From an optimization exercise on the open Yosys and OpenROAD flow, aimed at small area; shortcuts taken in it are not production practice.
Function was checked by simulation only, so behaviour that the tests miss may differ from the original.

==> flow/design.v, too long to show whole: its modules and the start of the top module <==
// module mac5: 1301 lines
// module cnn_top: 419 lines
module cnn_top (
    input clk,
    input rst_n,
    input mode_i,
    input mem_ram_dest_i,
    input [12:0] mem_ram_adr_i,
    input [4:0] mem_ram_adr_offset_i,
    input mem_ram_data_en_i,
    input [11:0] mem_ram_data_i,
    input ecg_ready_i,
    output ecg_predict_en_o,
    input signed [11:0] ecg_data_i,
    output [1:0] ecg_predict_label_o,
    output [23:0] ecg_predict_score_o
);
  // ...
==> flow/run.sh <==
#!/bin/bash
# synth_recipe.tcl (not shown) runs the flow's synth.tcl, then flattens the netlist and writes it again
# the make line also repeats each setting of config.mk as NAME=value (left out here)
make -C /OpenROAD-flow-scripts/flow DESIGN_CONFIG=/design/flow/config.mk WORK_HOME=/design/flow/orfs CLKGATE_MAP_FILE= SYNTH_SCRIPT=/design/flow/synth_recipe.tcl finish
==> flow/config.mk <==
export PLATFORM = sky130hd
export DESIGN_NAME = cnn_top
export DESIGN_NICKNAME = cnn_top
export VERILOG_FILES = /design/flow/design.v
export SDC_FILE = /design/flow/constraint.sdc
export NUM_CORES = 4
export LEC_CHECK = 0
export ABC_AREA = 1
export CAP_MARGIN = 20
export CORE_MARGIN = 2
export CORE_UTILIZATION = 55
export CTS_CLUSTER_DIAMETER = 80
export CTS_CLUSTER_SIZE = 32
export PLACE_DENSITY = 0.7
export SLEW_MARGIN = 20
==> flow/constraint.sdc <==
create_clock -name core_clock -period 20.0 [get_ports {clk}]
set_input_delay 4.0000 -clock core_clock [delete_from_list [all_inputs] [get_ports {clk}]]
set_output_delay 4.0000 -clock core_clock [all_outputs]
set_load 0.01 [all_outputs]
==> metrics.md, run 1 <==
| Metric | Value |
|---|---|
| Buf/Inv on CP | `10` |
| # Taps | `around 3,300` |
| PortBufs | `66` |
| GR peak layer | `met2` |
| Skew-Pair Late Insertion Delay | `about 0.9 ns` |
| Fin worst setup slack | `approximately 2.1 ns` |
| Post-synthesis mux area share | `less than 1%` |
| FF+latch area | `88,800 um2` |
| Most common cell after layout, fill and taps aside | `dfxtp_1` |
| Post-synth ARST share | `1.76%` |
| Worst Setup EP | `acc[14]` |
| Clock Skew | `~0.13 ns` |
| Hold Buf Count CTS | `0` |
| Chip Width | `just over 500 um` |
| Dpl cells | `around 16,000` |
| FF-to-FF path depth | `61` |
| Multi-input gate area | `about 42,000 um2` |
| Post-route ant nets | `0` |
| Filler cells | `between 20,000 and 25,000` |
| Reg clk slew, reported paths | `around 0.11 ns` |
| Crit path DAT | `around 19 ns` |
| Finished Cell Area | `146,000 um2` |
| Post-Synthesis Cells | `between 10,000 and 15,000` |
| Sequential-to-total area share from yosys stat | `64.7%` |
| Crit path kind | `flop to flop` |
| XOR/XNOR Fraction of Synth Area | `under 10%` |
| CTS-repair resized insts | `0` |
| Mean Syn Cell Area | `approximately 10 um2` |
| Row count | `between 150 and 200` |
| Status | `finished clean` |
| Largest family of logic cells by synthesized area | `simple AND/OR/NAND/NOR gates` |
| Stages on worst setup path | `61` |
| CP startpoint kind | `flop` |
| Final setup violating endpoints | `0` |
==> run 2: changes to the inputs <==
--- a/flow/config.mk
+++ b/flow/config.mk
@@ -10,6 +10,6 @@
 export CORE_MARGIN = 2
 export CORE_UTILIZATION = 55
-export CTS_CLUSTER_DIAMETER = 80
-export CTS_CLUSTER_SIZE = 32
+export CTS_CLUSTER_DIAMETER = 90
+export CTS_CLUSTER_SIZE = 28
 export PLACE_DENSITY = 0.7
 export SLEW_MARGIN = 20
==> run 2 against run 1 <==
  * First-iteration DRC count fell by 0.15%
  * Setup slack improved by 0.15 ns
  * Critical path depth did not move
  * Fmax rose by 0.87%
  * Register-to-register slack improved by 0.15 ns
  * Count of clock-buffer cells in the layout rose by 21
  * Flip-flop and latch count did not move
  * Critical path type unchanged
==> metrics.md, run 2 <==
| Metric | Value |
|---|---|
| Placed cell area | `141,000 um2 (unchanged)` |
| Count leader, synth | `dfxtp_1 (unchanged)` |
| Final Max Tran Viols | `0 (unchanged)` |
| Crit share post-route | `88.8% (was 89.6%)` |
| Synth area leader | `dfxtp_1 (unchanged)` |
| Crit-path slowest cell | `nor2_1 (unchanged)` |
| Initial core utilization | `55.2% (unchanged)` |
| Required @ worst endpoint | `20.81 ns (was 20.77 ns)` |
| GRT overflow | `0 (unchanged)` |
| Postcts setup bufs | `0 (unchanged)` |
| Synth Warn # | `14 (unchanged)` |
| Final Hold Viols | `0 (unchanged)` |
| TritonCTS clock tree | `done (unchanged)` |
| Reg clk slew, reported paths | `0.11 ns (about the same)` |
| Biggest regs | `ring: 2880 flops, bring: 192 flops, dt: 192 flops (unchanged)` |
| Dpl cells | `16,100 (unchanged)` |
| Max cap viols | `0 (unchanged)` |
| Drt first pass iters | `6 (was 7)` |
| Placer congestion estimate | `0.957 (unchanged)` |
| Met3 WL | `22,000 um (was 22,800 um)` |
| Clock Tree Buf Depth | `3 (unchanged)` |
| Final setup violating endpoints | `0 (unchanged)` |
| RSZ-0062 raised after global routing | `no (unchanged)` |
| Final WL | `357,000 um (was 356,000 um)` |
| Per-cell routed wire length | `21.9 um (about the same)` |
| Setup crit end kind | `flop (unchanged)` |
| Share of layout cells above drive strength 1 | `4.04% (was 4.00%)` |
| Row count | `183 (unchanged)` |
| Most common cell after layout, fill and taps aside | `dfxtp_1 (unchanged)` |
| 1st-iter DRT viols | `8,834 (was 8,847)` |
| Routed vias/inst | `5.41 (about the same)` |
| Highest metal used | `met5 (unchanged)` |
| Area grow syn2layout | `6.28% (was 6.20%)` |
| Crit path DAT | `18.57 ns (was 18.68 ns)` |
| Post-synth cell types | `66 (unchanged)` |
| CP max stage delay | `0.89 ns (was 0.95 ns)` |
| Post-route ant nets | `0 (unchanged)` |
| Cell mode on critical path | `fa_1 (unchanged)` |
| Share of the synthesized area in the top cell type | `57.1% (unchanged)` |
| Number of synthesized flops with an enable pin | `283 (unchanged)` |
| Seq cells post-synth | `4,273 (unchanged)` |
| CTS Sinks | `4,273 (unchanged)` |
| Tot GR Track Use | `27.9% (about the same)` |
| # DRC | `0 (unchanged)` |
| Most used DFF post-synth | `dfxtp_1 (unchanged)` |
| Ports | `75 (unchanged)` |
| Finished Cell Area | `146,000 um2 (about the same)` |
| Met1 wire length | `157,000 um (was 156,000 um)` |
| Hold Worst Slack | `0.272 ns (was 0.289 ns)` |
| Skew-Pair Late Insertion Delay | `0.89 ns (was 0.90 ns)` |
| WL met2 | `163,000 um (was 162,000 um)` |
| CTS-repair resized insts | `0 (unchanged)` |
| Hold Buf Count CTS | `0 (unchanged)` |
| Status | `finished clean (unchanged)` |
| Mean Syn Cell Area | `10.4 um2 (unchanged)` |
| Biggest register | `ring (unchanged)` |
| Non-Filler Instances | `16,300 (about the same)` |
| Pre-CTS setup slack | `2.32 ns (unchanged)` |
| Max Clk Rate | `56.3 MHz (was 55.8 MHz)` |
| PortBufs | `66 (unchanged)` |
| Final Net Count | `13,500 (about the same)` |
| Final min period | `17.76 ns (was 17.91 ns)` |
| Vias | `88,300 (was 88,200)` |
| Clock Skew | `0.109 ns (was 0.126 ns)` |
| Area contributors post-synth | `dfxtp_1 57%, nand2_1 7.9%, o21ai_0 7.4% (unchanged)` |
| Post-synth ARST share | `1.76% (unchanged)` |
| Max_slew headroom | `21.2% (was 21.8%)` |
| First-pass GRT wire length | `538,000 um (was 537,000 um)` |
| Chip Width | `503 um (unchanged)` |
| Vias in the first global route | `86,700 (was 86,400)` |
| Filler cells | `20,600 (was 20,700)` |
| CP startpoint kind | `flop (unchanged)` |
| Crit path kind | `flop to flop (unchanged)` |
| H-Tree Level Count | `4 (unchanged)` |
| Overall die area | `253,000 um2 (unchanged)` |
| Die H | `503 um (unchanged)` |
| Post-DP HPWL | `241,000 um (unchanged)` |
| Max reg flops | `2,880 (unchanged)` |
| Fin worst setup slack | `2.24 ns (was 2.09 ns)` |
| Worst Max-Slew Pin Slew | `1.18 ns (was 1.17 ns)` |
| Most frequent cells in the layout | `3,915 x dfxtp_1, 2,882 x nand2_1, 2,027 x o21ai_0, 853 x inv_1, 378 x xor2_1 (unchanged)` |
| Critical-path maximum fanout | `26 (unchanged)` |
| Utilization after layout | `58.7% (was 58.6%)` |
| Core area | `248,000 um2 (unchanged)` |
| Post-synth top cells | `3,915 x dfxtp_1, 2,886 x nand2_1, 2,027 x o21ai_0 (unchanged)` |
| CTS buffer count | `177 (was 162)` |
| Hold crit path type | `flop to flop (unchanged)` |
| Post-synthesis cell area | `137,000 um2 (unchanged)` |
| Post-Synthesis Cells | `13,300 (unchanged)` |
| Initial antenna violation count | `10 (was 8)` |
| Largest net degree at the start of global routing | `87 (unchanged)` |
| Sequential-to-total area share from yosys stat | `64.7% (unchanged)` |
| Fin Setup TNS | `0 ns (unchanged)` |
| Root buffer cell | `clkbuf_16 (unchanged)` |
[run 2: cell counts after synthesis]
Identical to the previous run, type by type.
[run 2: cells by family after synthesis]
| kind of cell | share of synthesized area, % |
|---|---|
| compound gates | 10.4 |
| xor+xnor | 2.73 |
| fa+ha+maj | 6.43 |
| buf+inv | 4.66 |
| flops | 64.7 |
| mux | 0.105 |
| other cells | 0.00273 |
| simple gates | 11.0 |
[run 2: final timing paths]
kind,start,endpoint,slack (ns),depth (start not counted)
worst min-delay path,ring[2651],ring[2591],0.27,0
worst max-delay path,ph[3],acc[14],2.24,61
worst min register to register,ring[2651],ring[2591],0.27,0
max in group asynchronous,rst_n,dvc[1][2],15.77,2
min in group asynchronous,rst_n,ph[2],2.97,1
worst max register to register,ph[3],acc[14],2.24,61
[run 2: critical path: cells and delay by family, from the launching register on]
kind,cells,cell delay (ns)
adder cells (fa/ha/maj),22,9.16
XOR/XNOR,12,2.26
AO/OA/AOI/OAI,7,1.23
buffers and inverters,10,1.59
AND/OR/NAND/NOR,10,2.90
flip-flops,1,0.55
[run 2: area by class of cell]
type,count,area [um2],area share (%)
clock inverter,31,579,0.397
antenna,4,10.0,0.00687
clock buffer,197,4560,3.13
tap,3330,4170,2.86
sequential,4273,88800,60.9
timing repair buffer,232,1940,1.33
multi-input combinational,7318,42200,29.0
inverter,928,3540,2.43
[run 2: routing by layer]
layer / vias to the layer above / track usage, %
met3: 594 / 4.11
met5: - / 0
met1: 43000 / 38.4
met2: 2811 / 44.9
met4: 10 / 10.3
li1: 41900 / -
==> module cnn_top, before the edit <==
module cnn_top (
    input clk,
    input rst_n,
    input mode_i,
    input mem_ram_dest_i,
    input [12:0] mem_ram_adr_i,
    input [4:0] mem_ram_adr_offset_i,
    input mem_ram_data_en_i,
    input [11:0] mem_ram_data_i,
    input ecg_ready_i,
    output ecg_predict_en_o,
    input signed [11:0] ecg_data_i,
    output [1:0] ecg_predict_label_o,
    output [23:0] ecg_predict_score_o
);
localparam NW = 48;      
integer k, t, e;
function [20:0] radd;        
    input [20:0] a, b;
    input ci;
    integer i;
    reg c;
    begin
        c = ci;
        for (i = 0; i < 21; i = i + 1) begin
            radd[i] = a[i] ^ b[i] ^ c;
            c = (a[i] & b[i]) | (a[i] & c) | (b[i] & c);
        end
    end
endfunction
function gt12;               
    input [11:0] a, b;
    integer i;
    reg c;
    begin
        c = 1'b1;            
        for (i = 0; i < 12; i = i + 1)
            c = (b[i] & ~a[i]) | (b[i] & c) | (~a[i] & c);
        gt12 = ~c;
    end
endfunction
reg [6:0] ph;
always @(posedge clk or negedge rst_n) begin
    if (!rst_n)
        ph <= 7'd0;
    else
        ph <= (ph == NW-1) ? 7'd0 : ph + 7'd1;
end
wire wr    = mode_i & mem_ram_data_en_i;
wire wr_w  = wr & mem_ram_dest_i;
wire wr_b  = wr & ~mem_ram_dest_i;
wire [7:0] tgt_raw = {1'b0, mem_ram_adr_i[6:0]} + 8'd47 - {1'b0, ph};
wire [6:0] tgt = (tgt_raw >= 8'd48) ? (tgt_raw - 8'd48) : tgt_raw[6:0];
wire in_ring = (mem_ram_adr_i[6:0] < 7'd48);
reg [4:0] tap_dec;
always @(*) begin
    for (t = 0; t < 5; t = t + 1)
        tap_dec[t] = (mem_ram_adr_offset_i == t);
end
reg [NW/2-1:0] pos_dec;
always @(*) begin
    for (k = 0; k < NW/2; k = k + 1)
        pos_dec[k] = wr_w & in_ring & (tgt == 2*k);
end
reg [NW*60-1:0] ring;
always @(posedge clk) begin
    for (k = 0; k < NW; k = k + 1)
        for (t = 0; t < 5; t = t + 1)
            if ((k % 2 == 0) && pos_dec[k/2] && tap_dec[t])
                ring[(k*5+t)*12 +: 12] <= mem_ram_data_i;
            else
                ring[(k*5+t)*12 +: 12] <= ring[(((k+1)%NW)*5+t)*12 +: 12];
end
wire [59:0] wword = ring[59:0];
function [3:0] bslot;
    input [4:0] b;
    begin
        case (b)
            5'd0:  bslot = 4'd0;
            5'd1:  bslot = 4'd2;
            5'd2:  bslot = 4'd4;
            5'd3:  bslot = 4'd6;
            5'd4:  bslot = 4'd8;
            5'd5:  bslot = 4'd13;
            5'd6:  bslot = 4'd1;
            5'd7:  bslot = 4'd5;
            5'd8:  bslot = 4'd9;
            5'd9:  bslot = 4'd14;
            5'd10: bslot = 4'd3;
            5'd11: bslot = 4'd7;
            5'd12: bslot = 4'd10;
            5'd13: bslot = 4'd15;
            5'd17: bslot = 4'd11;
            default: bslot = 4'd12;     
        endcase
    end
endfunction
wire [3:0] btgt = bslot(mem_ram_adr_i[4:0]) + ~ph[3:0];    
wire bwr = wr_b & ((mem_ram_adr_i[6:0] < 7'd14) | (mem_ram_adr_i[6:0] == 7'd17) | (mem_ram_adr_i[6:0] == 7'd18));
reg [16*12-1:0] bring;
always @(posedge clk) begin
    for (k = 0; k < 16; k = k + 1)
        if ((k % 2 == 0) && bwr && (btgt == k))
            bring[k*12 +: 12] <= mem_ram_data_i;
        else
            bring[k*12 +: 12] <= bring[((k+1)%16)*12 +: 12];
end
wire [11:0] cbias = bring[11:0];
wire [11:0] fcb_now = bring[10*12 +: 12];
reg [1:0] fslot;
reg fwr;
always @(*) begin
    fwr = 1'b0;
    fslot = 2'd0;
    if (wr_w && mem_ram_adr_offset_i == 5'd4) begin
        if (mem_ram_adr_i[6:0] == 7'd60) begin fwr = 1'b1; fslot = 2'd0; end
        if (mem_ram_adr_i[6:0] == 7'd61) begin fwr = 1'b1; fslot = 2'd1; end
        if (mem_ram_adr_i[6:0] == 7'd63) begin fwr = 1'b1; fslot = 2'd2; end
        if (mem_ram_adr_i[6:0] == 7'd64) begin fwr = 1'b1; fslot = 2'd3; end
    end
end
wire [1:0] ftgt = fslot + ~ph[1:0];
reg [4*12-1:0] fring;
always @(posedge clk) begin
    for (k = 0; k < 4; k = k + 1)
        if ((k % 2 == 0) && fwr && (ftgt == k))
            fring[k*12 +: 12] <= mem_ram_data_i;
        else
            fring[k*12 +: 12] <= fring[((k+1)%4)*12 +: 12];
end
wire [11:0] fcw_now = fring[11:0];
reg run, fcrun;             
wire mac_free = ~run & ~fcrun;
reg [11:0] dt [0:15];       
reg [2:0]  dvc [0:3];       
reg [3:0]  dcnt;            
reg        dbusy;           
reg [2:0]  des;             
reg [11:0] sq [0:2];
reg [1:0]  sq_wr, sq_rd;
reg [1:0]  sq_n;
wire din_en = ecg_ready_i & ~mode_i;
wire sq_pop = ~dbusy & (sq_n != 2'd0);
wire deval = dbusy & mac_free;          
wire [11:0] dy;                         
wire [3:0] dev;
assign dev[0] = sq_pop;
assign dev[1] = deval & (des == 3'd0);
assign dev[2] = deval & (des == 3'd1);
assign dev[3] = deval & (des == 3'd2);
wire a_out_en = deval & (des == 3'd3);
wire d_out_en = deval & (des == 3'd4);
always @(posedge clk) begin
    if (din_en)
        sq[sq_wr] <= ecg_data_i;
    for (k = 0; k < 4; k = k + 1)
        if (dev[k]) begin
            dt[4*k+3] <= dt[4*k+2];
            dt[4*k+2] <= dt[4*k+1];
            dt[4*k+1] <= dt[4*k+0];
            dt[4*k+0] <= (k == 0) ? sq[sq_rd] : dy;
        end
end
always @(posedge clk or negedge rst_n) begin
    if (!rst_n) begin
        for (k = 0; k < 4; k = k + 1)
            dvc[k] <= 3'd0;
        dcnt  <= 4'b0010;
        dbusy <= 1'b0;
        des   <= 3'd0;
        sq_wr <= 2'd0;
        sq_rd <= 2'd0;
        sq_n  <= 2'd0;
    end
    else begin
        for (k = 0; k < 4; k = k + 1)
            if (dev[k]) begin
                dcnt[k] <= ~dcnt[k];
                if (dvc[k] != 3'd4)
                    dvc[k] <= dvc[k] + 3'd1;
            end
        if (din_en)
            sq_wr <= (sq_wr == 2'd2) ? 2'd0 : sq_wr + 2'd1;
        if (sq_pop)
            sq_rd <= (sq_rd == 2'd2) ? 2'd0 : sq_rd + 2'd1;
        sq_n <= sq_n + {1'b0, din_en} - {1'b0, sq_pop};
        if (sq_pop) begin
            if (dcnt[0]) begin
                dbusy <= 1'b1;
                des   <= 3'd0;
            end
        end
        else if (deval) begin
            if (des == 3'd3)
                des <= 3'd4;
            else if (des == 3'd4)
                dbusy <= 1'b0;
            else if (dcnt[des+1])
                des <= des + 3'd1;
            else
                dbusy <= 1'b0;
        end
    end
end
reg [11:0] f1 [0:1];        
reg [10:0] f2 [0:3];        
reg [10:0] f3 [0:3];
reg [10:0] f4 [0:3];
reg [11:0] r1 [0:7];        
reg [10:0] r2 [0:15];       
reg [10:0] r3 [0:15];
reg [10:0] r4 [0:15];
reg [1:0] kp1, kp2, kp3, kp4;   
reg [3:0] pw;               
reg pwin;                   
reg [10:0] f5 [0:3];        
reg [2:0] c1, c2, c3, c4;   
reg [1:0] c5;               
reg [1:0] pc1, pc2, pc3, pc4;
reg pend, fc_out, u4b, pdone;
reg fpass;
wire start = (ph == NW-1) & (pend | d_out_en);
wire act2 = (pc1 == 2'd1);
wire act3 = act2 & (pc2 == 2'd1);
wire act4 = act3 & (pc3 == 2'd1);
wire act5 = act4 & (pc4 == 2'd1);
always @(posedge clk or negedge rst_n) begin
    if (!rst_n) begin
        pend <= 1'b0;
        run <= 1'b0;
        fcrun <= 1'b0;
        fc_out <= 1'b0;
        u4b <= 1'b0;
        pdone <= 1'b0;
        fpass <= 1'b1;
        pc1 <= 2'd2;
        pc2 <= 2'd2;
        pc3 <= 2'd2;
        pc4 <= 2'd2;
    end
    else begin
        pend <= (pend | d_out_en) & ~start;
        fc_out <= fcrun & (ph == 7'd3);
        u4b <= run & (ph == NW-1) & act4;
        pdone <= run & (ph == NW-1);
        if (ph == NW-1) begin
            run <= start;
            fcrun <= run & act5;
        end
        else if (ph == 7'd3)
            fcrun <= 1'b0;
        if (pdone)
            fpass <= 1'b0;
        if (pdone) begin
            pc1 <= (pc1 == 2'd2) ? 2'd0 : pc1 + 2'd1;
            if (act2) pc2 <= (pc2 == 2'd2) ? 2'd0 : pc2 + 2'd1;
            if (act3) pc3 <= (pc3 == 2'd2) ? 2'd0 : pc3 + 2'd1;
            if (act4) pc4 <= (pc4 == 2'd2) ? 2'd0 : pc4 + 2'd1;
        end
    end
end
wire l1 = (ph < 7'd8);
wire l2 = (ph >= 7'd8)  & (ph < 7'd24);
wire l3 = (ph >= 7'd24) & (ph < 7'd40);
wire first = fcrun ? ~ph[0] : l1 ? ~ph[0] : (ph[1:0] == 2'd0);
wire cbadd = run & ((ph == 7'd0) | (ph == 7'd2) | (ph == 7'd4) | (ph == 7'd6) | (ph == 7'd8) | (ph == 7'd13) |
                    (ph == 7'd17) | (ph == 7'd21) | (ph == 7'd25) | (ph == 7'd30) | (ph == 7'd35) | (ph == 7'd39) |
                    (ph == 7'd42) | (ph == 7'd47));
wire [11:0] bterm = fcrun ? (((ph[1:0] == 2'd1) | (ph[1:0] == 2'd2)) ? fcb_now : 12'd0) : (cbadd ? cbias : 12'd0);
reg [11:0] xl [0:4];
wire [11:0] fcx = ph[0] ? f5[3] : ((c5 == 2'd3) ? f5[2] : 12'd0);
wire l4 = ~l1 & ~l2 & ~l3;
reg [13:0] xs;
wire [1:0] dline = (des == 3'd4) ? 2'd3 : des[1:0];
always @(*) begin
    xs[0] = run & l1 & ~ph[0];
    xs[1] = run & l1 &  ph[0];
    for (k = 0; k < 4; k = k + 1) begin
        xs[2+k]  = run & l2 & (ph[1:0] == k);
        xs[6+k]  = run & l3 & (ph[1:0] == k);
        xs[10+k] = run & l4 & (ph[1:0] == k);
    end
end
reg [11:0] xq [0:3];
reg [11:0] xe0;
wire xr1 = run & l1, xr2 = run & l2, xr3 = run & l3, xr4 = run & l4;
always @(*) begin
    xe0 = (f1[0] & {12{xr1}}) | (f2[0] & {12{xr2}}) | (f3[0] & {12{xr3}}) | (f4[0] & {12{xr4}});
    for (e = 0; e < 4; e = e + 1)
        xq[e] = (r1[e] & {12{xr1}}) | (r2[e] & {12{xr2}}) | (r3[e] & {12{xr3}}) | (r4[e] & {12{xr4}});
end
wire [1:0] ksel = l1 ? kp1 : l2 ? kp2 : l3 ? kp3 : kp4;
wire [1:0] rsel = ksel;
wire [2:0] csel = l1 ? c1 : l2 ? c2 : l3 ? c3 : c4;
always @(*) begin
    for (e = 0; e < 5; e = e + 1) begin
        if (e == 0)
            xl[e] = ((csel != 3'd0) ? xe0 : 12'd0) | (fcrun ? fcx : 12'd0);
        else
            xl[e] = (e < csel) ? xq[(rsel - e) & 3] : 12'd0;
        for (k = 0; k < 4; k = k + 1)
            if (e < 4)
                xl[e] = xl[e] | (dt[4*k+e] & {12{deval & (dline == k) & (e < dvc[k])}});
    end
end
wire [11:0] w4 = fcrun ? fcw_now : wword[48 +: 12];
wire dhp = (des == 3'd4);
wire [11:0] mw0 = ~deval ? w4              : dhp ? -12'sd124 : -12'sd33;
wire [11:0] mw1 = ~deval ? wword[36 +: 12] : dhp ?  12'sd214 :  12'sd57;
wire [11:0] mw2 = ~deval ? wword[24 +: 12] : dhp ? -12'sd57  :  12'sd214;
wire [11:0] mw3 = ~deval ? wword[12 +: 12] : dhp ? -12'sd33  :  12'sd124;
wire [11:0] my;
assign dy = my;
mac5 u_mac (.x({xl[4], xl[3], xl[2], xl[1], xl[0]}),
            .w({wword[0 +: 12], mw3, mw2, mw1, mw0}),
            .y(my));
reg signed [14:0] acc;
always @(posedge clk) begin
        acc <= (fpass & (ph == 7'd0)) ? 15'd0 :
               radd(radd(first ? 21'd0 : {{6{acc[14]}}, acc}, {{9{my[11]}}, my}, 1'b0), {{9{bterm[11]}}, bterm}, 1'b0);
end
wire [11:0] relu = acc[14] ? 12'd0 : (|acc[13:11]) ? 12'h7FF : {1'b0, acc[10:0]};
wire u1 = run & (ph >= 7'd2)  & (ph <= 7'd8)  & ~ph[0];                   
wire u2 = run & act2 & (ph >= 7'd12) & (ph <= 7'd24) & (ph[1:0] == 2'd0);  
wire u3 = run & act3 & (ph >= 7'd28) & (ph <= 7'd40) & (ph[1:0] == 2'd0);  
wire u4a = run & act4 & (ph == 7'd44);                                    
wire u4 = u4a | u4b;                                                       
wire u5 = fcrun & (ph == 7'd2);                                            
wire [1:0] uo = u1 ? (ph[2:1] - 2'd1) : u2 ? (ph[3:2] - 2'd3) : u3 ? (ph[3:2] - 2'd3) : {1'b0, u4b};
wire [1:0] upc = u1 ? pc1 : u2 ? pc2 : u3 ? pc3 : pc4;
wire ustart = (upc == 2'd2);
reg [11:0] ucur;
always @(*) begin
    ucur = u4b ? f5[3] : f5[0];
    for (k = 0; k < 4; k = k + 1) begin
        if (u1 && ((uo - ph[1:0]) & 2'd3) == k) ucur = f2[k];
        if (u2 && ((uo - ph[1:0]) & 2'd3) == k) ucur = f3[k];
        if (u3 && ((uo - ph[1:0]) & 2'd3) == k) ucur = f4[k];
    end
end
wire [11:0] umax = (ustart || gt12(relu, ucur)) ? relu : ucur;
wire push1 = pwin & pw[0] & ~ph[1];         
wire push2 = pwin & pw[1];
wire push3 = pwin & pw[2];
wire push4 = pwin & pw[3];
wire [11:0] pv1 = f1[1];         
wire [10:0] pv2 = f2[1];
wire [10:0] pv3 = f3[1];
wire [10:0] pv4 = f4[1];
wire [1:0] uj = uo - ph[1:0] - 2'd1;
always @(posedge clk) begin
    for (k = 0; k < 4; k = k + 1) begin
        f2[k] <= (u1 && uj == k) ? umax : f2[(k+1)%4];
        f3[k] <= (u2 && uj == k) ? umax : f3[(k+1)%4];
        f4[k] <= (u3 && uj == k) ? umax : f4[(k+1)%4];
    end
    if (u4a) begin
        if (ustart) begin
            f5[2] <= f5[1];
            f5[1] <= f5[0];
        end
        f5[0] <= umax;
    end
    if (u4b)
        f5[3] <= umax;
    f1[0] <= ((a_out_en && ph[0]) || (d_out_en && !ph[0])) ? dy : f1[1];
    f1[1] <= ((a_out_en && !ph[0]) || (d_out_en && ph[0])) ? dy : f1[0];
    for (k = 0; k < 8; k = k + 1)
        r1[k] <= (k < 4 && push1 && kp1 == k) ? pv1 : r1[(k+4)%8];
    for (k = 0; k < 16; k = k + 1) begin
        r2[k] <= (k < 4 && push2 && kp2 == k) ? pv2 : r2[(k+4)%16];
        r3[k] <= (k < 4 && push3 && kp3 == k) ? pv3 : r3[(k+4)%16];
        r4[k] <= (k < 4 && push4 && kp4 == k) ? pv4 : r4[(k+4)%16];
    end
end
always @(posedge clk or negedge rst_n) begin
    if (!rst_n) begin
        pw <= 4'd0;
        pwin <= 1'b0;
        kp1 <= 2'd0;
        kp2 <= 2'd0;
        kp3 <= 2'd0;
        kp4 <= 2'd0;
    end
    else begin
        if (run & (ph == NW-1)) begin
            pw <= {act4, act3, act2, 1'b1};
            pwin <= 1'b1;
        end
        else if (ph == 7'd3)
            pwin <= 1'b0;
        if (push1 & (ph[1:0] == 2'd1)) kp1 <= kp1 + 2'd1;
        if (push2 & (ph[1:0] == 2'd3)) kp2 <= kp2 + 2'd1;
        if (push3 & (ph[1:0] == 2'd3)) kp3 <= kp3 + 2'd1;
        if (push4 & (ph[1:0] == 2'd3)) kp4 <= kp4 + 2'd1;
    end
end
always @(posedge clk or negedge rst_n) begin
    if (!rst_n) begin
        c1 <= 3'd0; c2 <= 3'd0; c3 <= 3'd0; c4 <= 3'd0; c5 <= 2'd0;
    end
    else begin
        if (d_out_en && c1 != 3'd5) c1 <= c1 + 3'd1;
        if (u1 && uo == 2'd0 && ustart && c2 != 3'd5) c2 <= c2 + 3'd1;
        if (u2 && uo == 2'd0 && ustart && c3 != 3'd5) c3 <= c3 + 3'd1;
        if (u3 && uo == 2'd0 && ustart && c4 != 3'd5) c4 <= c4 + 3'd1;
        if (u4a && ustart && c5 != 2'd3) c5 <= c5 + 2'd1;
    end
end
reg [10:0] pred0;
always @(posedge clk) begin
    if (u5)
        pred0 <= relu;
end
assign ecg_predict_en_o = fc_out;
assign ecg_predict_score_o = {relu, 1'b0, pred0};
assign ecg_predict_label_o[0] = gt12(pred0, relu);
assign ecg_predict_label_o[1] = gt12(relu, pred0);
endmodule
==> run 3: changes to the inputs <==
--- a/flow/design.v
+++ b/flow/design.v
@@ -1512,5 +1512,4 @@
 reg [10:0] r3 [0:15];
 reg [10:0] r4 [0:15];
-reg [1:0] kp1, kp2, kp3, kp4;   
 reg [3:0] pw;               
 reg pwin;                   
@@ -1591,6 +1590,4 @@
         xq[e] = (r1[e] & {12{xr1}}) | (r2[e] & {12{xr2}}) | (r3[e] & {12{xr3}}) | (r4[e] & {12{xr4}});
 end
-wire [1:0] ksel = l1 ? kp1 : l2 ? kp2 : l3 ? kp3 : kp4;
-wire [1:0] rsel = ksel;
 wire [2:0] csel = l1 ? c1 : l2 ? c2 : l3 ? c3 : c4;
 always @(*) begin
@@ -1599,5 +1596,5 @@
             xl[e] = ((csel != 3'd0) ? xe0 : 12'd0) | (fcrun ? fcx : 12'd0);
         else
-            xl[e] = (e < csel) ? xq[(rsel - e) & 3] : 12'd0;
+            xl[e] = (e < csel) ? xq[e-1] : 12'd0;
         for (k = 0; k < 4; k = k + 1)
             if (e < 4)
@@ -1668,9 +1665,9 @@
     f1[1] <= ((a_out_en && !ph[0]) || (d_out_en && ph[0])) ? dy : f1[0];
     for (k = 0; k < 8; k = k + 1)
-        r1[k] <= (k < 4 && push1 && kp1 == k) ? pv1 : r1[(k+4)%8];
+        r1[k] <= (k == 0 && push1) ? pv1 : (k < 4 && push1) ? r1[k+3] : r1[(k+4)%8];
     for (k = 0; k < 16; k = k + 1) begin
-        r2[k] <= (k < 4 && push2 && kp2 == k) ? pv2 : r2[(k+4)%16];
-        r3[k] <= (k < 4 && push3 && kp3 == k) ? pv3 : r3[(k+4)%16];
-        r4[k] <= (k < 4 && push4 && kp4 == k) ? pv4 : r4[(k+4)%16];
+        r2[k] <= (k == 0 && push2) ? pv2 : (k < 4 && push2) ? r2[k+3] : r2[(k+4)%16];
+        r3[k] <= (k == 0 && push3) ? pv3 : (k < 4 && push3) ? r3[k+3] : r3[(k+4)%16];
+        r4[k] <= (k == 0 && push4) ? pv4 : (k < 4 && push4) ? r4[k+3] : r4[(k+4)%16];
     end
 end
@@ -1679,8 +1676,4 @@
         pw <= 4'd0;
         pwin <= 1'b0;
-        kp1 <= 2'd0;
-        kp2 <= 2'd0;
-        kp3 <= 2'd0;
-        kp4 <= 2'd0;
     end
     else begin
@@ -1691,8 +1684,4 @@
         else if (ph == 7'd3)
             pwin <= 1'b0;
-        if (push1 & (ph[1:0] == 2'd1)) kp1 <= kp1 + 2'd1;
-        if (push2 & (ph[1:0] == 2'd3)) kp2 <= kp2 + 2'd1;
-        if (push3 & (ph[1:0] == 2'd3)) kp3 <= kp3 + 2'd1;
-        if (push4 & (ph[1:0] == 2'd3)) kp4 <= kp4 + 2'd1;
     end
 end
==> run 3 against run 2 <==
  * Now fails the layout checks on antenna violations
  * Area after synthesis down 1.0%
  * Setup slack gained 0.51 ns
  * Global-route usage is 0.93 points lower
  * Hold slack gained 0.034 ns
  * Flip-flop and latch count down 8
  * First-iteration DRC count is 6.0% lower
  * Non-clock buffer count fell by 34
  * Register-to-register slack improved by 0.51 ns
==> metrics.md, run 3 <==
| Metric | Value |
|---|---|
| Final Hold Viols | `0 (unchanged)` |
| H-Tree Level Count | `4 (unchanged)` |
| Worst Hold Launch | `ring[140] (was ring[2651])` |
| Share of the synthesized area in the top cell type | `57.7% (was 57.1%)` |
| CTS-repair resized insts | `0 (unchanged)` |
| Skew-Pair Late Insertion Delay | `0.88 ns (was 0.89 ns)` |
| Final WL | `343,000 um (was 357,000 um)` |
| Placer congestion estimate | `0.982 (was 0.957)` |
| Status | `complete, but fails checks (was finished clean)` |
| Vias in the first global route | `81,500 (was 86,700)` |
| Chip Width | `501 um (was 503 um)` |
| # DRC | `0 (unchanged)` |
| Clock Tree Buf Depth | `3 (unchanged)` |
| GRT overflow | `0 (unchanged)` |
| Critical-path maximum fanout | `9 (was 26)` |
| Post-synthesis cell area | `136,000 um2 (was 137,000 um2)` |
| Drt first pass iters | `6 (unchanged)` |
| Max Clk Rate | `58.0 MHz (was 56.3 MHz)` |
| Initial antenna violation count | `23 (was 10)` |
| Post-synth top cells | `3,915 x dfxtp_1, 2,703 x nand2_1, 1,861 x o21ai_0 (was 3,915 x dfxtp_1, 2,886 x nand2_1, 2,027 x o21ai_0)` |
| Most used DFF post-synth | `dfxtp_1 (unchanged)` |
| Area grow syn2layout | `6.18% (was 6.28%)` |
| Critical path launch point | `ph[3] (unchanged)` |
| Final setup violating endpoints | `0 (unchanged)` |
| 1st-iter DRT viols | `8,304 (was 8,834)` |
| Reg2Reg Launch Point | `ph[3] (unchanged)` |
| Crit share post-route | `86.3% (was 88.8%)` |
| Hold crit path type | `flop to flop (unchanged)` |
| Mean Syn Cell Area | `10.6 um2 (was 10.4 um2)` |
| Hold Buf Count CTS | `0 (unchanged)` |
| Post-synth ARST share | `1.57% (was 1.76%)` |
| Clock Skew | `0.0448 ns (was 0.109 ns)` |
| Share of layout cells above drive strength 1 | `5.00% (was 4.04%)` |
| Post-Synthesis Cells | `12,900 (was 13,300)` |
| Crit path kind | `flop to flop (unchanged)` |
| CTS Sinks | `4,265 (was 4,273)` |
| Max cap viols | `0 (unchanged)` |
| Fin Setup TNS | `0 ns (unchanged)` |
| Overall die area | `251,000 um2 (was 253,000 um2)` |
| Per-cell routed wire length | `21.7 um (was 21.9 um)` |
| Synth area leader | `dfxtp_1 (unchanged)` |
| Tot GR Track Use | `27.0% (was 27.9%)` |
| Most common cell after layout, fill and taps aside | `dfxtp_1 (unchanged)` |
| TritonCTS clock tree | `done (unchanged)` |
| Hold Worst Slack | `0.307 ns (was 0.272 ns)` |
| Final Net Count | `13,100 (was 13,500)` |
| Area contributors post-synth | `dfxtp_1 58%, nand2_1 7.5%, o21ai_0 6.9% (was dfxtp_1 57%, nand2_1 7.9%, o21ai_0 7.4%)` |
| Reg clk slew, reported paths | `0.10 ns (was 0.11 ns)` |
| CP max stage delay | `0.79 ns (was 0.89 ns)` |
| Sequential-to-total area share from yosys stat | `65.2% (was 64.7%)` |
| Final min period | `17.25 ns (was 17.76 ns)` |
| Required @ worst endpoint | `20.75 ns (was 20.81 ns)` |
| Ports | `75 (unchanged)` |
| PortBufs | `66 (unchanged)` |
| Max_slew headroom | `15.7% (was 21.2%)` |
| Initial core utilization | `55.3% (was 55.2%)` |
| Number of synthesized flops with an enable pin | `283 (unchanged)` |
| Postcts setup bufs | `0 (unchanged)` |
| Vias | `85,000 (was 88,300)` |
| Crit-path slowest cell | `a22oi_1 (was nor2_1)` |
| Largest net degree at the start of global routing | `90 (was 87)` |
| Crit path DAT | `18.01 ns (was 18.57 ns)` |
| Row count | `182 (was 183)` |
| First-pass GRT wire length | `514,000 um (was 538,000 um)` |
| Synth Warn # | `14 (unchanged)` |
| Post-synth cell types | `65 (was 66)` |
| Count leader, synth | `dfxtp_1 (unchanged)` |
| Most frequent cells in the layout | `3,915 x dfxtp_1, 2,700 x nand2_1, 1,858 x o21ai_0, 841 x inv_1, 391 x nand3_1 (was 3,915 x dfxtp_1, 2,882 x nand2_1, 2,027 x o21ai_0, 853 x inv_1, 378 x xor2_1)` |
| Core area | `246,000 um2 (was 248,000 um2)` |
| Routed vias/inst | `5.38 (was 5.41)` |
| Die H | `501 um (was 503 um)` |
| Post-DP HPWL | `231,000 um (was 241,000 um)` |
| CP startpoint kind | `flop (unchanged)` |
| CTS buffer count | `179 (was 177)` |
| Dpl cells | `15,600 (was 16,100)` |
| RSZ-0062 raised after global routing | `no (unchanged)` |
| Seq cells post-synth | `4,265 (was 4,273)` |
| Failed Checks | `antenna violations` |
| Max reg flops | `2,880 (unchanged)` |
| Root buffer cell | `clkbuf_16 (unchanged)` |
| Final Max Tran Viols | `0 (unchanged)` |
| Setup crit end kind | `flop (unchanged)` |
| Cell mode on critical path | `fa_1 (unchanged)` |
| Post-route ant nets | `1 (was 0)` |
| Non-Filler Instances | `15,800 (was 16,300)` |
| Biggest regs | `ring: 2880 flops, bring: 192 flops, dt: 192 flops (unchanged)` |
| Biggest register | `ring (unchanged)` |
| Worst Max-Slew Pin Slew | `1.26 ns (was 1.18 ns)` |
## run 3: cell types whose count changed in the layout (fill, tap and decap cells not counted), moves of 16 or more
| cell | previous run | this run |
|---|---|---|
| nand2_1 | 2882 | 2700 |
| o21ai_0 | 2027 | 1858 |
| mux2_2 | 3 | 127 |
| nand3_1 | 357 | 391 |
| o211ai_1 | 52 | 19 |
| buf_4 | 162 | 132 |
| nand4_1 | 60 | 35 |
| a221oi_1 | 39 | 15 |
| ha_1 | 124 | 108 |
## run 3: final timing paths
kind / end / slack, ns / cells after the start
worst max-delay path: acc[14] / 2.75 / 50
worst min-delay path: ring[80] / 0.31 / 0
worst max register to register: acc[14] / 2.75 / 50
worst min register to register: ring[80] / 0.31 / 0
max in group asynchronous: c4[0] / 15.92 / 2
min in group asynchronous: dvc[3][1] / 2.95 / 1
## run 3: worst max-delay path, delay by kind of cell (launching register included)
family	cells	cell delay (ns)
AO/OA/AOI/OAI	8	1.83
AND/OR/NAND/NOR	7	2.37
adder cells (fa/ha/maj)	23	10.69
XOR/XNOR	4	0.69
flip-flops	1	0.64
buffers and inverters	8	0.88
## run 3: through the flow
step | area (um2) | utilization [%] | worst slack (ns)
CTS | 144000 | 58.7 | 3.04
global route | 144000 | 58.7 | 2.21
global placement | 139000 | 56.6 | 3.03
finish | 144000 | 58.7 | 2.75
floorplan | 136000 | - | 5.45
detailed placement | 139000 | 56.6 | 3.07
## run 3: kinds of logic (layout without fill, tap and decap cells)
group,count (synthesis),after routing,synth area share [%]
multiplexers,134,134,1.10
adder cells (fa/ha/maj),471,471,6.35
buffers and inverters,1615,1333,4.61
flip-flops,4265,4265,65.2
AND/OR/NAND/NOR,3534,3534,10.6
AO/OA/AOI/OAI,2413,2413,9.43
other,1,18,0.00276
XOR/XNOR,427,427,2.75
## run 3: cell type report
cell class	instances	area, um2
Fill cell	20200	101000
Clock buffer	193	4560
Inverter	908	3470
Sequential cell	4265	88600
Clock inverter	34	643
Antenna cell	16	40.0
Timing Repair Buffer	198	1660
Multi-Input combinational cell	6981	41200
Tap cell	3220	4030
## run 3: layer usage
layer	routed length, um	global-route usage (%)	vias to the layer above
met1	165000	41.5	41600
met5	23	0	-
met3	25600	4.47	403
li1	-	-	40500
met2	144000	39.7	2488
met4	7630	6.33	4
==> run 4: changes to the inputs <==
--- a/flow/design.v
+++ b/flow/design.v
@@ -1433,5 +1433,5 @@
 reg run, fcrun;             
 wire mac_free = ~run & ~fcrun;
-reg [11:0] dt [0:15];       
+reg [11:0] dt [0:15];
 reg [2:0]  dvc [0:3];       
 reg [3:0]  dcnt;            
@@ -1442,6 +1442,7 @@
 reg [1:0]  sq_n;
 wire din_en = ecg_ready_i & ~mode_i;
-wire sq_pop = ~dbusy & (sq_n != 2'd0);
-wire deval = dbusy & mac_free;          
+wire sq_pop = ~dbusy & (sq_n != 2'd0) & (ph[1:0] == 2'd3);    
+wire [1:0] dln = (des == 3'd4) ? 2'd3 : des[1:0];                
+wire deval = dbusy & mac_free & (ph[1:0] == dln);   
 wire [11:0] dy;                         
 wire [3:0] dev;
@@ -1455,11 +1456,7 @@
     if (din_en)
         sq[sq_wr] <= ecg_data_i;
-    for (k = 0; k < 4; k = k + 1)
-        if (dev[k]) begin
-            dt[4*k+3] <= dt[4*k+2];
-            dt[4*k+2] <= dt[4*k+1];
-            dt[4*k+1] <= dt[4*k+0];
-            dt[4*k+0] <= (k == 0) ? sq[sq_rd] : dy;
-        end
+    for (k = 0; k < 16; k = k + 1)
+        dt[k] <= (k == 0 && dev != 4'd0) ? (dev[0] ? sq[sq_rd] : dy) :
+                 (k < 4 && dev != 4'd0) ? dt[k+3] : dt[(k+4)%16];
 end
 always @(posedge clk or negedge rst_n) begin
@@ -1572,5 +1569,4 @@
 wire l4 = ~l1 & ~l2 & ~l3;
 reg [13:0] xs;
-wire [1:0] dline = (des == 3'd4) ? 2'd3 : des[1:0];
 always @(*) begin
     xs[0] = run & l1 & ~ph[0];
@@ -1597,7 +1593,6 @@
         else
             xl[e] = (e < csel) ? xq[e-1] : 12'd0;
-        for (k = 0; k < 4; k = k + 1)
-            if (e < 4)
-                xl[e] = xl[e] | (dt[4*k+e] & {12{deval & (dline == k) & (e < dvc[k])}});
+        if (e < 4)
+            xl[e] = xl[e] | (dt[e] & {12{deval & (e < dvc[dln])}});
     end
 end
--- a/flow/config.mk
+++ b/flow/config.mk
@@ -9,7 +9,7 @@
 export CAP_MARGIN = 20
 export CORE_MARGIN = 2
-export CORE_UTILIZATION = 55
+export CORE_UTILIZATION = 62
 export CTS_CLUSTER_DIAMETER = 90
 export CTS_CLUSTER_SIZE = 28
-export PLACE_DENSITY = 0.7
+export PLACE_DENSITY = 0.78
 export SLEW_MARGIN = 20
==> run 4 against run 3 <==
  * Now clean on timing, DRC and antenna
  * Non-clock buffer count decreased by 6
  * Final cell count down 3.2%
  * Fmax is 4.7% higher
  * Wire length down 6.4%
  * Clock skew increased by 0.048 ns
  * Register-to-register slack improved by 0.77 ns
  * Hold slack got worse by 0.034 ns
  * Critical path depth grew 2
  * Sequential share of layout area is 0.16 points lower
  * Design area is 1.9% lower
==> metrics.md, run 4 <==
| Metric | Value |
|---|---|
| Status | `finished clean (was complete, but fails checks)` |
| Cell mode on critical path | `fa_1 (unchanged)` |
| CP max stage delay | `0.95 ns (was 0.79 ns)` |
| First-pass GRT wire length | `491,000 um (was 514,000 um)` |
| Crit share post-route | `82.4% (was 86.3%)` |
| Number of synthesized flops with an enable pin | `91 (was 283)` |
| Area contributors post-synth | `dfxtp_1 61%, nand2_1 7.3%, o21ai_0 7.2% (was dfxtp_1 58%, nand2_1 7.5%, o21ai_0 6.9%)` |
| Buf/Inv on CP | `12 (was 8)` |
| Drt first pass iters | `6 (unchanged)` |
| Worst Max-Slew Pin Slew | `1.08 ns (was 1.26 ns)` |
| Synth area leader | `dfxtp_1 (unchanged)` |
| Most common cell after layout, fill and taps aside | `dfxtp_1 (unchanged)` |
| Tot GR Track Use | `29.1% (was 27.0%)` |
| TritonCTS clock tree | `done (unchanged)` |
| Die H | `469 um (was 501 um)` |
| RSZ-0062 raised after global routing | `no (unchanged)` |
| Post-DP HPWL | `214,000 um (was 231,000 um)` |
| Synth Warn # | `14 (unchanged)` |
| Final Max Tran Viols | `0 (unchanged)` |
| CTS buffer count | `174 (was 179)` |
| Setup crit end kind | `flop (unchanged)` |
| Crit-path slowest cell | `fa_1 (was a22oi_1)` |
| Critical-path maximum fanout | `42 (was 9)` |
| Hold Buf Count CTS | `0 (unchanged)` |
| CTS-repair resized insts | `0 (unchanged)` |
| Mean Syn Cell Area | `10.5 um2 (was 10.6 um2)` |
| Clock Skew | `0.0932 ns (was 0.0448 ns)` |
| Final setup violating endpoints | `0 (unchanged)` |
| Max reg flops | `2,880 (unchanged)` |
| 1st-iter DRT viols | `7,685 (was 8,304)` |
| Skew-Pair Late Insertion Delay | `0.91 ns (was 0.88 ns)` |
| Max_slew headroom | `27.4% (was 15.7%)` |
| # DRC | `0 (unchanged)` |
| Postcts setup bufs | `0 (unchanged)` |
| Overall die area | `220,000 um2 (was 251,000 um2)` |
| PortBufs | `66 (unchanged)` |
| Most frequent cells in the layout | `4,107 x dfxtp_1, 2,585 x nand2_1, 1,923 x o21ai_0, 805 x inv_1, 371 x xor2_1 (was 3,915 x dfxtp_1, 2,700 x nand2_1, 1,858 x o21ai_0, 841 x inv_1, 391 x nand3_1)` |
| Sequential-to-total area share from yosys stat | `64.7% (was 65.2%)` |
| Initial antenna violation count | `8 (was 23)` |
| Post-synth ARST share | `1.57% (unchanged)` |
| Root buffer cell | `clkbuf_16 (unchanged)` |
| Clock Tree Buf Depth | `3 (unchanged)` |
| Largest net degree at the start of global routing | `90 (unchanged)` |
| Area grow syn2layout | `5.62% (was 6.18%)` |
| Post-synth cell types | `63 (was 65)` |
| Ports | `75 (unchanged)` |
| Post-route ant nets | `0 (was 1)` |
| Share of the synthesized area in the top cell type | `61.4% (was 57.7%)` |
| Share of layout cells above drive strength 1 | `5.51% (was 5.00%)` |
| Reg clk slew, reported paths | `0.10 ns (about the same)` |
| Required @ worst endpoint | `20.76 ns (was 20.75 ns)` |
| Crit path DAT | `17.23 ns (was 18.01 ns)` |
| Fin Setup TNS | `0 ns (unchanged)` |
| Post-Synthesis Cells | `12,800 (was 12,900)` |
| Max cap viols | `0 (unchanged)` |
| Initial core utilization | `62.4% (was 55.3%)` |
| Chip Width | `469 um (was 501 um)` |
| Biggest register | `ring (unchanged)` |
| Crit path kind | `flop to flop (unchanged)` |
| Core area | `215,000 um2 (was 246,000 um2)` |
| GRT overflow | `0 (unchanged)` |
| Placer congestion estimate | `0.978 (was 0.982)` |
| Post-synthesis cell area | `134,000 um2 (was 136,000 um2)` |
| Most used DFF post-synth | `dfxtp_1 (unchanged)` |
| Count leader, synth | `dfxtp_1 (unchanged)` |
| Post-synth top cells | `4,107 x dfxtp_1, 2,588 x nand2_1, 1,924 x o21ai_0 (was 3,915 x dfxtp_1, 2,703 x nand2_1, 1,861 x o21ai_0)` |
| Final min period | `16.48 ns (was 17.25 ns)` |
| CTS Sinks | `4,265 (unchanged)` |
| Max Clk Rate | `60.7 MHz (was 58.0 MHz)` |
| Vias | `83,800 (was 85,000)` |
| Row count | `170 (was 182)` |
| Final Hold Viols | `0 (unchanged)` |
| CP startpoint kind | `flop (unchanged)` |
| Per-cell routed wire length | `21.0 um (was 21.7 um)` |
| Hold crit path type | `flop to flop (unchanged)` |
| H-Tree Level Count | `4 (unchanged)` |
| Routed vias/inst | `5.48 (was 5.38)` |
| CP delay by family, top | `adder cells (unchanged)` |
| Final WL | `321,000 um (was 343,000 um)` |
| Biggest regs | `ring: 2880 flops, bring: 192 flops, dt: 192 flops (unchanged)` |
| Seq cells post-synth | `4,265 (unchanged)` |
| Final Net Count | `12,900 (was 13,100)` |
| Vias in the first global route | `82,800 (was 81,500)` |
-- run 4: changes by cell type after synthesis, sizes merged, moves of 22 or more --
cell / delta
o21ai: +62
nand2: -106
a21oi: +29
edfxtp: -192
nor2: +22
dfxtp: +192
inv: -41
o22ai: -36
-- run 4: metrics by stage --
stage                     instance area, um2  hold WS (ns)  setup WS (ns)  cells  util, %
after floorplan                       134000         0.310           5.39  12800        -
after global placement                136000         0.310           3.57  15100     63.6
after detailed placement              136000         0.312           3.52  15100     63.6
after CTS                             141000         0.263           3.48  15300     65.9
after global routing                  141000         0.283           2.88  15300     65.9
final                                 141000         0.273           3.52  15300     65.9
-- run 4: layout make-up --
type / count / area (um2)
flip-flops and latches: 4265 / 86600
fillers: 16100 / 73200
multi-input cells: 6931 / 41400
clock buffers: 186 / 4480
well taps: 2838 / 3550
inverters: 863 / 3300
repair buffers: 192 / 1600
clock inverters: 24 / 482
diodes: 7 / 17.5
-- run 4: cell families (layout without fill, tap and decap cells) --
logic type               after synthesis  in the layout  synth area share [%]
multiplexers                         126            126                  1.05
XOR/XNOR                             429            429                  2.81
adder cells (fa/ha/maj)              469            469                  6.42
AO/OA/AOI/OAI                       2472           2472                  9.73
buffers and inverters               1574           1265                  4.58
AND/OR/NAND/NOR                     3433           3433                  10.7
other                                  1              9               0.00280
flip-flops                          4265           4265                  64.7
-- run 4: worst paths after layout --
kind                            start    endpoint  slack [ns]  depth (start not counted)
min in group asynchronous       rst_n      pc3[0]        3.20                          1
min reg2reg                ring[2528]  ring[2468]        0.27                          0
min                        ring[2528]  ring[2468]        0.27                          0
max                            des[0]     acc[14]        3.52                         52
max reg2reg                    des[0]     acc[14]        3.52                         52
max in group asynchronous       rst_n       ph[4]       16.15                          1
-- run 4: per-layer routing --
| layer | vias up | wire length [um] | GRT usage (%) |
|---|---|---|---|
| met1 | 41000 | 142000 | 40.2 |
| met3 | 513 | 17400 | 3.45 |
| met2 | 2377 | 149000 | 47.2 |
| met4 | 2 | 12400 | 11.1 |
| li1 | 40000 | - | - |
| met5 | - | 11 | 0 |
-- run 4: worst reg2reg max path: cells and delay by family, from the launching register on --
family	cells	cell delay [ns]
compound gates	2	0.38
xor+xnor	6	1.12
fa+ha+maj	25	11.15
buf+inv	12	2.03
flops	1	0.43
simple gates	7	1.20
==> run 5: changes to the inputs <==
--- a/flow/config.mk
+++ b/flow/config.mk
@@ -9,7 +9,7 @@
 export CAP_MARGIN = 20
 export CORE_MARGIN = 2
-export CORE_UTILIZATION = 62
+export CORE_UTILIZATION = 55
 export CTS_CLUSTER_DIAMETER = 90
 export CTS_CLUSTER_SIZE = 28
-export PLACE_DENSITY = 0.78
+export PLACE_DENSITY = 0.7
 export SLEW_MARGIN = 20
==> run 5 against run 4 <==
  * Still clean on timing, DRC and antenna
  * Global-route usage shrank 3.9 points
  * Largest cell class unchanged
  * Critical endpoint unchanged
  * Setup slack got worse by 0.58 ns
  * Fmax decreased by 3.4%
  * Design area up 0.44%
  * Highest routed layer is now met4
==> metrics.md, run 5 <==
| Metric | Value |
|---|---|
| Clock Tree Buf Depth | `3 (unchanged)` |
| Grt met2 use | `40.4% (was 47.2%)` |
| Most used DFF post-synth | `dfxtp_1 (unchanged)` |
| Root buffer cell | `clkbuf_16 (unchanged)` |
| Critical-path maximum fanout | `14 (was 42)` |
| Post-Synthesis Cells | `12,800 (unchanged)` |
| Worst Max-Slew Pin Slew | `1.11 ns (was 1.08 ns)` |
| Overall die area | `247,000 um2 (was 220,000 um2)` |
| Post-DP HPWL | `210,000 um (was 214,000 um)` |
| Max Clk Rate | `58.6 MHz (was 60.7 MHz)` |
| XOR/XNOR Fraction of Synth Area | `2.81% (unchanged)` |
| Mean Syn Cell Area | `10.5 um2 (unchanged)` |
| CTS Sinks | `4,265 (unchanged)` |
| Required @ worst endpoint | `20.75 ns (was 20.76 ns)` |
| RSZ-0062 raised after global routing | `no (unchanged)` |
| Post-synth ARST share | `1.57% (unchanged)` |
| Utilization after layout | `58.5% (was 65.9%)` |
| Filler cells | `20,300 (was 16,100)` |
| Most common cell after layout, fill and taps aside | `dfxtp_1 (unchanged)` |
| Drt first pass iters | `8 (was 6)` |
| Routed vias/inst | `5.29 (was 5.48)` |
| First-pass GRT wire length | `487,000 um (was 491,000 um)` |
| Count leader, synth | `dfxtp_1 (unchanged)` |
| CTS-repair resized insts | `0 (unchanged)` |
| Finished Cell Area | `142,000 um2 (was 141,000 um2)` |
| Crit share post-route | `85.3% (was 82.4%)` |
| Number of synthesized flops with an enable pin | `91 (unchanged)` |
| CP max stage delay | `0.69 ns (was 0.95 ns)` |
| Post-synthesis cell area | `134,000 um2 (unchanged)` |
| Biggest register | `ring (unchanged)` |
| 1st-iter DRT viols | `6,928 (was 7,685)` |
| Final WL | `317,000 um (was 321,000 um)` |
| Chip Width | `497 um (was 469 um)` |
| Global routing usage on met1 | `35.4% (was 40.2%)` |
| Most frequent cells in the layout | `4,107 x dfxtp_1, 2,585 x nand2_1, 1,921 x o21ai_0, 805 x inv_1, 371 x xor2_1 (was 4,107 x dfxtp_1, 2,585 x nand2_1, 1,923 x o21ai_0, 805 x inv_1, 371 x xor2_1)` |
| Largest net degree at the start of global routing | `96 (was 90)` |
| Area contributors post-synth | `dfxtp_1 61%, nand2_1 7.3%, o21ai_0 7.2% (unchanged)` |
| Synth Area in Simple Gates | `10.7% (unchanged)` |
| Placer congestion estimate | `0.988 (was 0.978)` |
| Vias | `82,800 (was 83,800)` |
| Cell mode on critical path | `fa_1 (unchanged)` |
| Crit path DAT | `17.81 ns (was 17.23 ns)` |
| Crit-path slowest cell | `nor2_1 (was fa_1)` |
| Row count | `181 (was 170)` |
| Postcts setup bufs | `0 (unchanged)` |
| Hold Buf Count CTS | `0 (unchanged)` |
| Status | `finished clean (unchanged)` |
| Setup crit end kind | `flop (unchanged)` |
| # DRC | `0 (unchanged)` |
| Max cap viols | `0 (unchanged)` |
| Final Hold Viols | `0 (unchanged)` |
| TritonCTS clock tree | `done (unchanged)` |
| M3 GR Usage | `3.47% (was 3.45%)` |
| Die H | `497 um (was 469 um)` |
| Fin Setup TNS | `0 ns (unchanged)` |
| Dpl cells | `15,400 (was 15,100)` |
| Max reg flops | `2,880 (unchanged)` |
| Core area | `243,000 um2 (was 215,000 um2)` |
| Tot GR Track Use | `25.2% (was 29.1%)` |
| H-Tree Level Count | `4 (unchanged)` |
| Final setup violating endpoints | `0 (unchanged)` |
| GRT overflow | `0 (unchanged)` |
| Hold crit path type | `flop to flop (unchanged)` |
| GR peak layer | `met2 (unchanged)` |
| Complex-gate fraction of the synthesized area | `9.73% (unchanged)` |
| Per-cell routed wire length | `20.2 um (was 21.0 um)` |
| Vias in the first global route | `81,800 (was 82,800)` |
| Post-route ant nets | `0 (unchanged)` |
| Share of the synthesized area in the top cell type | `61.4% (unchanged)` |
| Non-Filler Instances | `15,700 (was 15,300)` |
| FF+latch area | `86,600 um2 (unchanged)` |
| Clock Skew | `0.0665 ns (was 0.0932 ns)` |
| CTS buffer count | `178 (was 174)` |
| PortBufs | `66 (unchanged)` |
| Skew-Pair Late Insertion Delay | `0.90 ns (was 0.91 ns)` |
| Initial antenna violation count | `7 (was 8)` |
| Crit path kind | `flop to flop (unchanged)` |
| CP startpoint kind | `flop (unchanged)` |
| Post-synth cell types | `63 (unchanged)` |
| Ports | `75 (unchanged)` |
| Seq cells post-synth | `4,265 (unchanged)` |
| Final Net Count | `12,900 (about the same)` |
| Synth area leader | `dfxtp_1 (unchanged)` |
| Post-Synth Adder-Cell Area | `6.42% (unchanged)` |
| Max_slew headroom | `25.8% (was 27.4%)` |
| Synth Warn # | `14 (unchanged)` |
| Post-synth top cells | `4,107 x dfxtp_1, 2,588 x nand2_1, 1,924 x o21ai_0 (unchanged)` |
| Sequential-to-total area share from yosys stat | `64.7% (unchanged)` |
| Biggest regs | `ring: 2880 flops, bring: 192 flops, dt: 192 flops (unchanged)` |
| Initial core utilization | `55.2% (was 62.4%)` |
| Reg clk slew, reported paths | `0.11 ns (was 0.10 ns)` |
| Area grow syn2layout | `6.09% (was 5.62%)` |
| Largest family of logic cells by synthesized area | `simple AND/OR/NAND/NOR gates (unchanged)` |
| Final Max Tran Viols | `0 (unchanged)` |
| Post-synthesis mux area share | `1.05% (unchanged)` |
| Multi-input gate area | `41,400 um2 (about the same)` |
| Share of layout cells above drive strength 1 | `5.50% (was 5.51%)` |
| Placed cell area | `137,000 um2 (was 136,000 um2)` |
| Final min period | `17.06 ns (was 16.48 ns)` |
[run 5: cell counts after synthesis]
Identical to the previous run, type by type.
[run 5: final timing paths]
kind | cells after the start | startpoint | to | slack (ns)
hold reg to reg | 0 | ring[289] | ring[229] | 0.28
min in group asynchronous | 1 | rst_n | sq_rd[0] | 3.19
max in group asynchronous | 1 | rst_n | c1[0] | 16.05
hold / removal | 0 | ring[289] | ring[229] | 0.28
setup / recovery | 56 | des[0] | acc[14] | 2.94
setup reg to reg | 56 | des[0] | acc[14] | 2.94
[run 5: logic make-up after synthesis]
logic type / after synthesis
flip-flops: 4265
AND/OR/NAND/NOR: 3433
AO/OA/AOI/OAI: 2472
adder cells (fa/ha/maj): 469
multiplexers: 126
other: 1
XOR/XNOR: 429
buffers and inverters: 1574
[run 5: per-stage QoR]
stage,worst slack (ns),hold slack [ns]
2_1_floorplan,5.39,0.310
3_3_place_gp,2.99,0.310
3_5_place_dp,2.93,0.312
4_1_cts,2.87,0.269
5_1_grt,2.08,0.276
6_report,2.94,0.276
[run 5: worst max-delay path: cells and delay by family, from the launching register on]
family | cells | cell delay [ns]
and+or+nand+nor | 8 | 2.29
xor gates and xnor gates | 11 | 2.45
buffers and inverters | 11 | 2.14
adders and majority gates | 23 | 9.17
DFF | 1 | 0.43
AOI/OAI and AO/OA | 3 | 0.37
[run 5: area by class of cell]
class | count | share of cell area, %
clock inverters | 29 | 0.420
inverters | 863 | 2.32
flip-flops and latches | 4265 | 61.0
diodes | 7 | 0.0123
multi-input cells | 6931 | 29.1
clock buffers | 192 | 3.23
repair buffers | 184 | 1.10
well taps | 3202 | 2.82
[run 5: per-layer routing]
layer	up-vias	routed length, um
met5	-	0
met4	0	11100
met3	480	17200
met2	2179	144000
met1	40200	144000
li1	40000	-
==> run 6: changes to the inputs <==
--- a/flow/config.mk
+++ b/flow/config.mk
@@ -10,6 +10,6 @@
 export CORE_MARGIN = 2
 export CORE_UTILIZATION = 55
-export CTS_CLUSTER_DIAMETER = 90
-export CTS_CLUSTER_SIZE = 28
+export CTS_CLUSTER_DIAMETER = 100
+export CTS_CLUSTER_SIZE = 25
 export PLACE_DENSITY = 0.7
 export SLEW_MARGIN = 20
==> run 6 against run 5 <==
  * Core utilization barely moved
  * Die area did not move
  * Setup slack got worse by 0.021 ns
  * Design area barely moved
  * Clock skew rose by 0.024 ns
  * Count of clock-buffer cells in the layout rose by 12
  * Critical path type unchanged
  * Register-to-register slack got worse by 0.02 ns
==> metrics.md, run 6 <==
| Metric | Value |
|---|---|
| TritonCTS clock tree | `done (unchanged)` |
| Crit share post-route | `85.4% (was 85.3%)` |
| Post-route ant nets | `0 (unchanged)` |
| First-pass GRT wire length | `487,000 um (about the same)` |
| CTS-repair resized insts | `0 (unchanged)` |
| Final min period | `17.08 ns (was 17.06 ns)` |
| Most frequent cells in the layout | `4,107 x dfxtp_1, 2,585 x nand2_1, 1,921 x o21ai_0, 805 x inv_1, 371 x xor2_1 (unchanged)` |
| Core area | `243,000 um2 (unchanged)` |
| Hold Buf Count CTS | `0 (unchanged)` |
| Skew-Pair Late Insertion Delay | `0.92 ns (was 0.90 ns)` |
| Setup crit end kind | `flop (unchanged)` |
| Hold crit path type | `flop to flop (unchanged)` |
| CTS buffer count | `189 (was 178)` |
| Per-cell routed wire length | `20.2 um (about the same)` |
| Seq cells post-synth | `4,265 (unchanged)` |
| Most used DFF post-synth | `dfxtp_1 (unchanged)` |
| Final setup violating endpoints | `0 (unchanged)` |
| Post-synth top cells | `4,107 x dfxtp_1, 2,588 x nand2_1, 1,924 x o21ai_0 (unchanged)` |
| Max_slew headroom | `25.0% (was 25.8%)` |
| Worst Max-Slew Pin Slew | `1.13 ns (was 1.11 ns)` |
| Sequential-to-total area share from yosys stat | `64.7% (unchanged)` |
| RSZ-0062 raised after global routing | `no (unchanged)` |
| Clock Skew | `0.0905 ns (was 0.0665 ns)` |
| H-Tree Level Count | `4 (unchanged)` |
| Tot GR Track Use | `25.2% (about the same)` |
| Biggest register | `ring (unchanged)` |
| Critical-path maximum fanout | `14 (unchanged)` |
| Crit path DAT | `17.82 ns (was 17.81 ns)` |
| Area grow syn2layout | `6.08% (was 6.09%)` |
| Drt first pass iters | `6 (was 8)` |
| Crit-path slowest cell | `nor2_1 (unchanged)` |
| Reg clk slew, reported paths | `0.11 ns (about the same)` |
| Max cap viols | `0 (unchanged)` |
| Routed vias/inst | `5.30 (was 5.29)` |
| Post-Synthesis Cells | `12,800 (unchanged)` |
| Max reg flops | `2,880 (unchanged)` |
| Post-synth cell types | `63 (unchanged)` |
| Mean Syn Cell Area | `10.5 um2 (unchanged)` |
| Area contributors post-synth | `dfxtp_1 61%, nand2_1 7.3%, o21ai_0 7.2% (unchanged)` |
| Vias | `83,100 (was 82,800)` |
| Synth Warn # | `14 (unchanged)` |
| Most common cell after layout, fill and taps aside | `dfxtp_1 (unchanged)` |
| Final WL | `316,000 um (was 317,000 um)` |
| Die H | `497 um (unchanged)` |
| Max Clk Rate | `58.5 MHz (was 58.6 MHz)` |
| Status | `finished clean (unchanged)` |
| Non-Filler Instances | `15,700 (about the same)` |
| Final Max Tran Viols | `0 (unchanged)` |
==> run 6: path summary, 6_finish.rpt <==
kind / slack [ns] / cells after the start / to
worst max-delay path: 2.92 / 56 / acc[14]
max in group asynchronous: 16.04 / 1 / c1[0]
min in group asynchronous: 3.17 / 1 / sq_rd[1]
worst max register to register: 2.92 / 56 / acc[14]
worst min-delay path: 0.26 / 0 / r2[7][10]
worst min register to register: 0.26 / 0 / r2[7][10]
==> run 6: metrics by stage <==
stage | setup slack, ns | util (%) | instance area [um2]
after global routing | 2.08 | 58.5 | 142000
after detailed placement | 2.93 | 56.4 | 137000
after global placement | 2.99 | 56.4 | 137000
after CTS | 2.88 | 58.5 | 142000
after floorplan | 5.39 | - | 134000
final | 2.92 | 58.5 | 142000
==> run 6: cell type report <==
class / count / area, um2
Fill cell: 20200 / 101000
Clock buffer: 204 / 4820
Tap cell: 3202 / 4010
Inverter: 863 / 3300
Clock inverter: 18 / 378
Sequential cell: 4265 / 86600
Antenna cell: 3 / 7.51
Multi-Input combinational cell: 6931 / 41400
Timing Repair Buffer: 184 / 1560
==> run 6: cells by family after synthesis <==
logic type	count (synthesis)	share of synthesized area (%)
flip-flops	4265	64.7
AND/OR/NAND/NOR	3433	10.7
AO/OA/AOI/OAI	2472	9.73
buffers and inverters	1574	4.58
adder cells (fa/ha/maj)	469	6.42
XOR/XNOR	429	2.81
multiplexers	126	1.05
other	1	0.00280
==> run 6: per-layer routing <==
| layer | global-route usage (%) | up-vias | wire length, um |
|---|---|---|---|
| li1 | - | 40000 | - |
| met1 | 35.5 | 40300 | 144000 |
| met2 | 40.6 | 2256 | 145000 |
| met3 | 3.41 | 476 | 17400 |
| met4 | 7.84 | 0 | 10200 |
| met5 | 0 | - | 0 |

-- port drivers added, routing unchanged --
In the flow no input, the clock included, has a driving cell. The finished layouts below were timed again as built, in two steps. Step 1 (the two cells are an assumption about what drives the block):
set clk [get_ports {clk}]
set_driving_cell -lib_cell sky130_fd_sc_hd__clkbuf_16 $clk
set_driving_cell -lib_cell sky130_fd_sc_hd__buf_2 [delete_from_list [all_inputs] $clk]
Step 2 times the ports against the registers' clock, not the clock port: input delays grow and output delays shrink by t, the midpoint of the rising clock arrivals with the driver on. a / b / c = ideal / step 1 / step 2; a / b = the first two.
run	t (ns)	slack for setup (ns)	clock arrival spread, ns
run 1	0.938	2.087 / 2.087 / 2.087	0.127 / 0.127
run 2	0.936	2.242 / 2.242 / 2.242	0.116 / 0.116
run 3	0.955	2.748 / 2.748 / 2.748	0.062 / 0.062
run 4	0.958	3.521 / 3.521 / 3.521	0.100 / 0.100
run 5	0.964	2.941 / 2.941 / 2.941	0.075 / 0.075
run 6	0.970	2.920 / 2.920 / 2.920	0.101 / 0.101
